Context: an optimization exercise on an open-source flow, tuned for small area, a short achievable clock period and few clock cycles per item. The choices shown serve that exercise and are no tape-out recipe.
RTL that was checked went through simulation tests only; none was proved equivalent to the original.
The RTL of run 1 was laid out without a check of its function.
Power and IR drop assume default switching activity.

==> flow/design.v <==
module CRC_xor2(input a, input b, output y);
assign y = a ^ b;
endmodule
module CRC_xnor2(input a, input b, output y);
assign y = ~(a ^ b);
endmodule
module CRC(
input           clk,
input           rst_n,
input  [23:0]   Din,
input           valid,
input  [15:0]   size,
output [14:0]   checksum,
output          done
);
reg busy;          
wire en;           
wire [14:0] c;     
always @(posedge clk or negedge rst_n)
 if (~rst_n) busy <= 1'b0;
 else busy <= ~busy & valid;
assign en = size[0] | size[2];    
wire t24, t25, t26, t27, t28, t29, t30, t31, t32, t33, t34, t35, t36, t37, t38, t39, t40, t41, t42, t43, t44, t45, t46, t47, t48, t49, t50, t51, t52, t53, t54, t55, t56, t57, t58, t59, t60, t61, t62, t63, t64, t65, t66, t67, t68, t69, t70, t71, t72, t73, t74, t75, t76, t77, t78, t79, t80, t81, t82, t83, t84, t85, t86, t87, t88, t89, t90, t91, t92, t93, t94, t95, t96, t97, t98, t99, t100, t101, t102, t103, t104, t105, t106, t107, t108, t109, t110, t111, t112, t113;
wire k16, k17, k18, k19, k20, k21, k22, k23, k25, k60;    
assign k16 = ~(Din[16] & en);
assign k17 = ~(Din[17] & en);
assign k18 = ~(Din[18] & en);
assign k19 = ~(Din[19] & en);
assign k20 = ~(Din[20] & en);
assign k21 = ~(Din[21] & en);
assign k22 = ~(Din[22] & en);
assign k23 = ~(Din[23] & en);
assign k25 = ~(t25 & en);
assign k60 = ~(t60 & en);
CRC_xor2 u24 (.a(Din[2]), .b(Din[11]), .y(t24));
CRC_xor2 u25 (.a(Din[22]), .b(Din[23]), .y(t25));
CRC_xnor2 u26 (.a(Din[6]), .b(k19), .y(t26));
CRC_xor2 u27 (.a(Din[1]), .b(Din[10]), .y(t27));
CRC_xor2 u28 (.a(Din[4]), .b(Din[9]), .y(t28));
CRC_xnor2 u29 (.a(Din[5]), .b(k18), .y(t29));
CRC_xor2 u30 (.a(Din[3]), .b(Din[12]), .y(t30));
CRC_xnor2 u31 (.a(Din[0]), .b(k21), .y(t31));
CRC_xor2 u32 (.a(t27), .b(t29), .y(t32));
CRC_xor2 u33 (.a(Din[13]), .b(t24), .y(t33));
CRC_xnor2 u34 (.a(Din[11]), .b(k17), .y(t34));
CRC_xnor2 u35 (.a(Din[7]), .b(k20), .y(t35));
CRC_xnor2 u36 (.a(k25), .b(t28), .y(t36));
CRC_xor2 u37 (.a(t24), .b(t30), .y(t37));
CRC_xor2 u38 (.a(Din[8]), .b(Din[13]), .y(t38));
CRC_xnor2 u39 (.a(Din[14]), .b(k16), .y(t39));
CRC_xnor2 u40 (.a(Din[8]), .b(k20), .y(t40));
CRC_xor2 u41 (.a(Din[4]), .b(Din[15]), .y(t41));
CRC_xnor2 u42 (.a(Din[14]), .b(k17), .y(t42));
CRC_xor2 u43 (.a(Din[5]), .b(Din[15]), .y(t43));
CRC_xnor2 u44 (.a(Din[12]), .b(k21), .y(t44));
CRC_xor2 u45 (.a(t26), .b(t31), .y(t45));
CRC_xor2 u46 (.a(t26), .b(t44), .y(t46));
CRC_xnor2 u47 (.a(k19), .b(t31), .y(t47));
CRC_xor2 u48 (.a(t35), .b(t41), .y(t48));
CRC_xor2 u49 (.a(t27), .b(t42), .y(t49));
CRC_xor2 u50 (.a(t26), .b(t39), .y(t50));
CRC_xnor2 u51 (.a(k16), .b(t34), .y(t51));
CRC_xor2 u52 (.a(t32), .b(t33), .y(t52));
CRC_xor2 u53 (.a(t37), .b(t50), .y(t53));
CRC_xnor2 u54 (.a(k25), .b(t32), .y(t54));
CRC_xor2 u55 (.a(Din[1]), .b(t33), .y(t55));
CRC_xor2 u56 (.a(t28), .b(t35), .y(t56));
CRC_xor2 u57 (.a(t56), .b(t45), .y(t57));
CRC_xor2 u58 (.a(t49), .b(t37), .y(t58));
CRC_xor2 u59 (.a(t58), .b(t57), .y(t59));
CRC_xor2 u60 (.a(Din[22]), .b(Din[21]), .y(t60));
CRC_xnor2 u61 (.a(k60), .b(t38), .y(t61));
CRC_xor2 u62 (.a(t61), .b(t32), .y(t62));
CRC_xor2 u63 (.a(t48), .b(t37), .y(t63));
CRC_xor2 u64 (.a(t62), .b(t63), .y(t64));
CRC_xnor2 u65 (.a(Din[5]), .b(k21), .y(t65));
CRC_xor2 u66 (.a(t38), .b(t65), .y(t66));
CRC_xor2 u67 (.a(t36), .b(t66), .y(t67));
CRC_xor2 u68 (.a(t67), .b(t53), .y(t68));
CRC_xnor2 u69 (.a(t43), .b(k25), .y(t69));
CRC_xor2 u70 (.a(t69), .b(t47), .y(t70));
CRC_xor2 u71 (.a(t55), .b(t70), .y(t71));
CRC_xor2 u72 (.a(Din[10]), .b(Din[7]), .y(t72));
CRC_xor2 u73 (.a(t72), .b(t36), .y(t73));
CRC_xor2 u74 (.a(t51), .b(t47), .y(t74));
CRC_xor2 u75 (.a(t73), .b(t74), .y(t75));
CRC_xor2 u76 (.a(Din[12]), .b(t40), .y(t76));
CRC_xor2 u77 (.a(t34), .b(t76), .y(t77));
CRC_xor2 u78 (.a(t54), .b(t77), .y(t78));
CRC_xnor2 u79 (.a(Din[9]), .b(k18), .y(t79));
CRC_xnor2 u80 (.a(k23), .b(t79), .y(t80));
CRC_xor2 u81 (.a(t33), .b(t80), .y(t81));
CRC_xor2 u82 (.a(t46), .b(t81), .y(t82));
CRC_xnor2 u83 (.a(k17), .b(Din[6]), .y(t83));
CRC_xnor2 u84 (.a(k22), .b(t31), .y(t84));
CRC_xor2 u85 (.a(t83), .b(t28), .y(t85));
CRC_xor2 u86 (.a(t84), .b(t85), .y(t86));
CRC_xor2 u87 (.a(t55), .b(t86), .y(t87));
CRC_xnor2 u88 (.a(k20), .b(t34), .y(t88));
CRC_xor2 u89 (.a(t29), .b(t36), .y(t89));
CRC_xor2 u90 (.a(t45), .b(t88), .y(t90));
CRC_xor2 u91 (.a(t90), .b(t89), .y(t91));
CRC_xor2 u92 (.a(t35), .b(t46), .y(t92));
CRC_xor2 u93 (.a(t92), .b(t54), .y(t93));
CRC_xor2 u94 (.a(Din[0]), .b(t30), .y(t94));
CRC_xor2 u95 (.a(t38), .b(t94), .y(t95));
CRC_xor2 u96 (.a(t36), .b(t49), .y(t96));
CRC_xor2 u97 (.a(t95), .b(t96), .y(t97));
CRC_xor2 u98 (.a(Din[15]), .b(Din[14]), .y(t98));
CRC_xnor2 u99 (.a(k23), .b(t28), .y(t99));
CRC_xor2 u100 (.a(t98), .b(t99), .y(t100));
CRC_xor2 u101 (.a(t100), .b(t52), .y(t101));
CRC_xor2 u102 (.a(Din[10]), .b(t43), .y(t102));
CRC_xor2 u103 (.a(t102), .b(t53), .y(t103));
CRC_xor2 u104 (.a(Din[13]), .b(Din[6]), .y(t104));
CRC_xor2 u105 (.a(t104), .b(t30), .y(t105));
CRC_xor2 u106 (.a(t48), .b(t51), .y(t106));
CRC_xor2 u107 (.a(t105), .b(t106), .y(t107));
CRC_xor2 u108 (.a(Din[0]), .b(Din[3]), .y(t108));
CRC_xnor2 u109 (.a(k16), .b(Din[9]), .y(t109));
CRC_xor2 u110 (.a(t109), .b(t108), .y(t110));
CRC_xor2 u111 (.a(t26), .b(t40), .y(t111));
CRC_xor2 u112 (.a(t111), .b(t110), .y(t112));
CRC_xor2 u113 (.a(t52), .b(t112), .y(t113));
assign c[0] = t59;
assign c[1] = t64;
assign c[2] = t68;
assign c[3] = t71;
assign c[4] = t75;
assign c[5] = t78;
assign c[6] = t82;
assign c[7] = t87;
assign c[8] = t91;
assign c[9] = t93;
assign c[10] = t97;
assign c[11] = t101;
assign c[12] = t103;
assign c[13] = t107;
assign c[14] = t113;
reg [14:0] crc;
always @(posedge clk) crc <= c;
assign checksum = crc;
assign done = busy;
endmodule
==> flow/flow/run.sh <==
#!/bin/bash
# The standard layout, with the port buffers made from the smallest plain buffer
# (buf_1) instead of the cell buffer_ports picks by itself (clkdlybuf4s50_1).
set -euo pipefail
bash standard.sh finish 'BUFFER_PORTS_ARGS=-buffer_cell sky130_fd_sc_hd__buf_1' > standard_flow.log 2>&1
==> flow/standard.sh <==
#!/bin/bash
# synth_recipe.tcl (not shown) runs the flow's synth.tcl, then flattens the netlist and writes it again
# the make line also repeats each setting of config.mk as NAME=value (left out here)
make -C /OpenROAD-flow-scripts/flow DESIGN_CONFIG=/design/flow/config.mk WORK_HOME=/design/flow/orfs CLKGATE_MAP_FILE= SYNTH_SCRIPT=/design/flow/synth_recipe.tcl "${@:-finish}"
==> flow/config.mk <==
export PLATFORM = sky130hd
export DESIGN_NAME = CRC
export DESIGN_NICKNAME = CRC
export VERILOG_FILES = /design/flow/design.v
export SDC_FILE = /design/flow/constraint.sdc
export NUM_CORES = 4
export LEC_CHECK = 0
export CAP_MARGIN = 20
export CORE_AREA = 2.5 2.5 65.5 65.5
export CTS_BUF_LIST = sky130_fd_sc_hd__clkbuf_4
export DIE_AREA = 0 0 68 68
export SLEW_MARGIN = 20
export SYNTH_HIERARCHICAL = 1
export SYNTH_MINIMUM_KEEP_SIZE = 0
==> flow/constraint.sdc <==
create_clock -name core_clock -period 5.5 [get_ports {clk}]
set_input_delay 1.1000 -clock core_clock [delete_from_list [all_inputs] [get_ports {clk}]]
set_output_delay 1.1000 -clock core_clock [all_outputs]
set_load 0.01 [all_outputs]
==> results.json, run 1 <==
{
  "synth_most_common_cell": "xor2_1",
  "power_leakage_uw": 0.000557,
  "dominantRegCellSynth": "dfxtp_1",
  "firstDrtPassIters": 4,
  "final_routed_drc_violation_total": 0,
  "tritoncts": "yes",
  "worstHoldPathType": "flip-flop to flip-flop",
  "syn-cell-area_um2": 1170,
  "max_slew_violation_count": 0,
  "globalRoute.totalOverflow": 0,
  "arrival_ns": 2.79,
  "ant_nets": 0,
  "floorplan.io_pins": 59,
  "netlist_instances": 117,
  "irDropWorstVdd_mv": 0.0837,
  "finalHoldViolations": 0,
  "power-per-cell-area_nw_per_um2": 359,
  "share_of_synthesized_area_occupied_by_flip_flops_and_latches": 0.278,
  "crit_required_ns": 5.72,
  "worst_setup_path_end_kind": "flip-flop",
  "ctsLongestPathBuffers": 2,
  "min_period_ns": 2.58,
  "cts.hold.buffers_added": 0,
  "place_area_um2": 1400,
  "place.gp.congestion": 0.880,
  "detail_route.wirelength_um": 2310,
  "run_status": "finished clean",
  "post_synthesis_sequential_element_count": 16,
  "dieArea_um2": 4620,
  "post_synth_num_cell_types": 6,
  "max_slew_margin": 0.528,
  "dpl.hpwl_um": 2070,
  "synth.net_count": 160,
  "stdcell_count": 215,
  "insertion_delay_ns": 0.28,
  "clock.fmax_ghz": 0.388,
  "commonest_cells_in_the_netlist": "xor2_1, xnor2_1, dfxtp_1",
  "die_w_um": 68,
  "synth_largest_area_cell": "xor2_1",
  "globalRouteTotalUtil": 0.109,
  "summed_area_of_non_filler_cells_in_the_final_layout_um2": 1420,
  "fin_setup_tns_ns": 0,
  "drt_iter0_drc": 28,
  "final_net_count": 209,
  "setup_repair_after_global_routing_missed_its_margin": "false",
  "die-height_um": 68,
  "synth_largest_type_area_fraction": 0.502,
  "tightestPinTransition_ns": 0.700,
  "placement_rows": 23,
  "netlist_top_cells_area": "xor2_1, dfxtp_1, xnor2_1, o21ai_0, dfrtp_1",
  "drive_gt1_frac": 0.0182,
  "crit_type": "input port to flip-flop",
  "setup_violations": 0,
  "global_route_wire_length_before_repair_um": 3640,
  "detail_route.wl_per_cell_um": 10.7,
  "tritoncts_buffer_count": 3,
  "core_area_um2": 3910,
  "critical_path.max_fanout": 10,
  "critical_path.startpoint_type": "input port",
  "cts.sink_count": 16,
  "numPlacedInstances": 211,
  "postCtsSetupBuffers": 0,
  "worst_skew_ns": 0,
  "pin_count_of_the_biggest_net_entering_global_routing": 11,
  "synth-edff-count": 0,
  "yosysWarnings": 7,
  "drv_cap": 0,
  "antenna_found_initial": 0,
  "detailroute.via_count": 850,
  "fraction_of_registers_with_async_set_or_reset_after_synthesis": 0.0625,
  "diodes": 0,
  "grt_pass1_vias": 802,
  "synth_area_per_cell_um2": 10.0,
  "post_cts_resize_count": 0,
  "cts.reportedPaths.clkPinSlew_ns": 0.09,
  "final_period_utilization": 0.469,
  "final_util": 0.364,
  "clock_tree.root_cell": "clkbuf_4",
  "cts_htree_levels": 1,
  "syn_to_final_growth_pct": 21.7,
  "post-layout-total-power_uw": 512,
  "place.port_buffers": 44,
  "initial_utilization": 0.299,
  "vias_per_cell": 3.95
}
report_power, final:
part           internal [uW]  switching, uW
combinational            108            154
clock                   26.3           35.1
sequential               177           12.2
total                    311            201
metal layers:
metal  global-route usage  up-vias  share of wire
li1                     -      458              -
met1                0.148      355           0.48
met2                0.160       33           0.42
met3               0.0230        4          0.069
met4               0.0600        0          0.026
met5                    0        -              0
cells in the final DEF, fill, tap and decap left out:
master	Yosys	layout
xor2_1	67	67
buf_1	0	44
xnor2_1	23	23
dfxtp_1	15	15
o21ai_0	10	10
clkbuf_4	0	3
nor2b_1	1	1
dfrtp_1	1	1
clkinv_1	0	1
Yosys stat by module, one instance, submodules excluded:
module     times used  flops+latches  area, um^2
CRC                 1             16         382
CRC_xor2           67              0        8.76
CRC_xnor2          23              0        8.76
cell families after synthesis:
group,count (synthesis),synth area share
compound gates,10,0.0428
xor+xnor,90,0.674
flops,16,0.278
simple gates,1,0.00535
metrics by stage:
| step | hold slack (ns) | worst slack (ns) |
|---|---|---|
| after floorplan | 0.468 | 3.12 |
| after global placement | 0.411 | 2.60 |
| after detailed placement | 0.414 | 2.63 |
| after CTS | 0.427 | 2.93 |
| after global routing | 0.454 | 2.74 |
| final | 0.425 | 2.92 |
flip-flops by register name (all words and copies together), names as in the netlist:
register and count:
busy 1, crc 15
layout make-up:
type	instances	area (um^2)
Clock buffer	3	22.5
Clock inverter	1	3.75
Fill cell	452	2490
Multi-Input combinational cell	101	845
Sequential cell	16	325
Tap cell	50	62.6
Timing Repair Buffer	44	165
worst max-delay path: stages:
cell and delay (ns):
buf_1 0.24, o21ai_0 0.26, xnor2_1 0.35, xor2_1 0.37
xor2_1 0.30, xor2_1 0.18
worst paths after layout:
check / startpoint / endpoint / slack [ns] / cells past startpoint
worst max-delay path: size[2] / crc[11] / 2.92 / 6
min in group asynchronous: rst_n / busy / 0.56 / 1
worst max register to register: busy / busy / 4.95 / 1
worst min-delay path: busy / busy / 0.42 / 1
max in group asynchronous: rst_n / busy / 4.84 / 1
worst min register to register: busy / busy / 0.42 / 1
==> inputs of run 2 (changes only) <==
--- a/flow/design.v
+++ b/flow/design.v
@@ -20,5 +20,5 @@
  if (~rst_n) busy <= 1'b0;
  else busy <= ~busy & valid;
-assign en = size[0] | size[2];    
+assign en = ~(size[1] & ~size[0]);
 wire t24, t25, t26, t27, t28, t29, t30, t31, t32, t33, t34, t35, t36, t37, t38, t39, t40, t41, t42, t43, t44, t45, t46, t47, t48, t49, t50, t51, t52, t53, t54, t55, t56, t57, t58, t59, t60, t61, t62, t63, t64, t65, t66, t67, t68, t69, t70, t71, t72, t73, t74, t75, t76, t77, t78, t79, t80, t81, t82, t83, t84, t85, t86, t87, t88, t89, t90, t91, t92, t93, t94, t95, t96, t97, t98, t99, t100, t101, t102, t103, t104, t105, t106, t107, t108, t109, t110, t111, t112, t113;
 wire k16, k17, k18, k19, k20, k21, k22, k23, k25, k60;    
==> results.json, run 2 <==
{
  "run_status": "finished clean",
  "synth.net_count": 162,
  "drive_gt1_frac": 0.0241,
  "initial_utilization": 0.302,
  "vias_per_cell": 3.85,
  "worst_skew_ns": 0,
  "arrival_ns": 2.66,
  "cts.hold.buffers_added": 0,
  "critical_path.cell_chain": "buf_1 -> nand2b_4 -> nand2_1 -> xnor2_1 -> xor2_1 -> xor2_1 -> xor2_1",
  "floorplan.io_pins": 59,
  "cts_htree_levels": 1,
  "crit_required_ns": 5.71,
  "pin_count_of_the_biggest_net_entering_global_routing": 11,
  "tritoncts_buffer_count": 3,
  "postLayoutSetupSlackWorst_ns": 3.06,
  "placement_rows": 23,
  "clock.fmax_ghz": 0.409,
  "globalRouteTotalUtil": 0.101,
  "global_route_wire_length_before_repair_um": 3510,
  "largest_reg_flops": 15,
  "whs_path_depth": 1,
  "synth_largest_area_cell": "xor2_1",
  "ctsLongestPathBuffers": 2,
  "max_slew_margin": 0.644,
  "critical_path.startpoint_type": "input port",
  "post_cts_resize_count": 0,
  "setup_violations": 0,
  "irDropWorstVdd_mv": 0.0866,
  "final_routed_drc_violation_total": 0,
  "place.port_buffers": 44,
  "pwr-share-comb": 0.514,
  "globalRoute.totalOverflow": 0,
  "crit_type": "input port to flip-flop",
  "worst_path_most_repeated_cell": "xor2_1",
  "syn_to_final_growth_pct": 20.5,
  "tritoncts": "yes",
  "grt_pass1_vias": 801,
  "netSwitchingFraction": 0.394,
  "min_period_ns": 2.44,
  "detail_route.wirelength_um": 2220,
  "place.gp.congestion": 0.790,
  "sequentialPowerShare": 0.369,
  "clock_tree.root_cell": "clkbuf_4",
  "max_slew_violation_count": 0,
  "dominantRegCellSynth": "dfxtp_1",
  "dpl.hpwl_um": 2000,
  "diodes": 0,
  "share_of_synthesized_area_occupied_by_flip_flops_and_latches": 0.275,
  "setup_repair_after_global_routing_missed_its_margin": "false",
  "postCtsSetupBuffers": 0,
  "detail_route.wl_per_cell_um": 10.3,
  "firstDrtPassIters": 4,
  "tightestPinTransition_ns": 0.530,
  "finalHoldViolations": 0,
  "power-per-cell-area_nw_per_um2": 361,
  "critPathMaxStageDelay_ns": 0.43,
  "synth-edff-count": 0,
  "dieArea_um2": 4620,
  "top_regs": "crc: 15 flops, busy: 1 flops",
  "netlist_top_cells_area": "xor2_1, dfxtp_1, xnor2_1, nand2_1, dfrtp_1",
  "insertion_delay_ns": 0.27,
  "drt_iter0_drc": 4,
  "fin_setup_tns_ns": 0,
  "layout.cells.most_common_list": "xor2_1, buf_1, xnor2_1",
  "post_synth_num_cell_types": 8,
  "antenna_found_initial": 0,
  "worstHoldPathType": "flip-flop to flip-flop",
  "cts.reportedPaths.clkPinSlew_ns": 0.09,
  "cell_internal_pwr_uw": 312,
  "power_leakage_uw": 0.000586,
  "worst_setup_path_end_kind": "flip-flop",
  "die_w_um": 68,
  "top_register": "crc",
  "critical_path.max_fanout": 10,
  "syn-cell-area_um2": 1180,
  "final_net_count": 210,
  "drv_cap": 0,
  "cts.sink_count": 16,
  "die-height_um": 68,
  "synth_most_common_cell": "xor2_1",
  "preCtsSetupSlack_ns": 2.76,
  "netlist_instances": 119,
  "yosysWarnings": 7,
  "commonest_non_fill_non_tap_cell_in_the_layout": "xor2_1",
  "power.net_switching_uw": 202,
  "synth_area_per_cell_um2": 9.94,
  "reg2reg_slack_ns": 4.95,
  "ant_nets": 0,
  "synth_largest_type_area_fraction": 0.496,
  "crit_path_top_delay_cell": "xor2_1",
  "share_clk_of_total_power": 0.117,
  "final_period_utilization": 0.444,
  "core_area_um2": 3910,
  "fraction_of_registers_with_async_set_or_reset_after_synthesis": 0.0625,
  "commonest_cells_in_the_netlist": "xor2_1, xnor2_1, dfxtp_1",
  "timing.reg2reg.worst_path_depth": 1,
  "post_synthesis_sequential_element_count": 16,
  "detailroute.via_count": 832
}
## run 2: cell count changes after synthesis, sizes merged
cell,delta
o21ai,-10
nand2b,+1
buf,+1
nand2,+10
## run 2: worst max-delay path: cells and delay by family
family,cells,cell delay (ns)
and+or+nand+nor,2,0.28
buffers and inverters,1,0.06
xor gates and xnor gates,4,1.20
## run 2: final timing paths
check,endpoint,start
worst max-delay path,crc[14],size[0]
worst min-delay path,busy,busy
worst max register to register,busy,busy
worst min register to register,busy,busy
max in group asynchronous,busy,rst_n
min in group asynchronous,busy,rst_n
## run 2: per-layer routing
metal,track usage,share of wire
met5,0,0
met4,0.0450,0.011
met3,0.0181,0.076
met2,0.169,0.46
met1,0.126,0.45
## run 2: Yosys stat by module (local to each module, per instance)
module	flops+latches	area, um^2	cells inside	copies in the design
CRC_xnor2	0	8.76	1	23
CRC	16	394	29	1
CRC_xor2	0	8.76	1	67
## run 2: final cells by class
cell class                 count  area (um^2)
clock buffer                   3         22.5
clock inverter                 1         3.75
fill                         436         2490
multi-input combinational    102          846
sequential                    16          325
tap                           50         62.6
timing repair buffer          44          165
## run 2: cell families (layout without fill, tap and decap cells)
group,count (synthesis),count (layout),share of synthesized area
XOR/XNOR,90,90,0.667
AND/OR/NAND/NOR,12,12,0.0487
buffers and inverters,1,48,0.00952
flip-flops,16,16,0.275
## run 2: power groups by stage
stage | registers, uW | clock network (uW) | logic [uW]
after CTS | 191 | 63.4 | 269
after global placement | 195 | 0 | 266
after global routing | 196 | 67.2 | 296
after detailed placement | 194 | 0 | 268
final | 190 | 60.3 | 264
after floorplan | 226 | 0 | 158
## run 2: metrics by stage
step	instance area [um^2]	hold slack, ns	utilization	total power (uW)	std cells
after global placement	1400	0.413	0.357	460	212
after floorplan	1180	0.468	-	384	119
after CTS	1430	0.428	0.364	523	216
after detailed placement	1400	0.417	0.357	462	212
final	1430	0.424	0.364	514	216
after global routing	1430	0.454	0.364	559	216
Testbench counts of run 2, summed over its fixed seeds: cycles 24,000, items 12,000.

## what the ideal ports hide
No port has a modelled driver above. Below, the same layouts with a new extraction and two added sets of constraints.
Step 1, drivers: a clkbuf_16 drives clk and a buf_2 each remaining input, both assumed.
Step 2 also shifts input and output timing later by t, the mid clock arrival at the registers, as if the neighbouring blocks saw the same clock.
Slacks: ideal / step 1 / step 2; pairs: ideal / step 1.
run	shift t [ns]	setup slack, ns	hold WS [ns]
run 1	0.304	2.923 / 2.922 / 2.618	0.425 / 0.425 / 0.425
run 2	0.294	3.057 / 3.054 / 2.760	0.424 / 0.424 / 0.424
After both steps setup and hold are still met in every run listed. For run 1, which loses most, drivers alone change the setup slack by -0.001 ns; drivers and shift together by -0.305 ns.
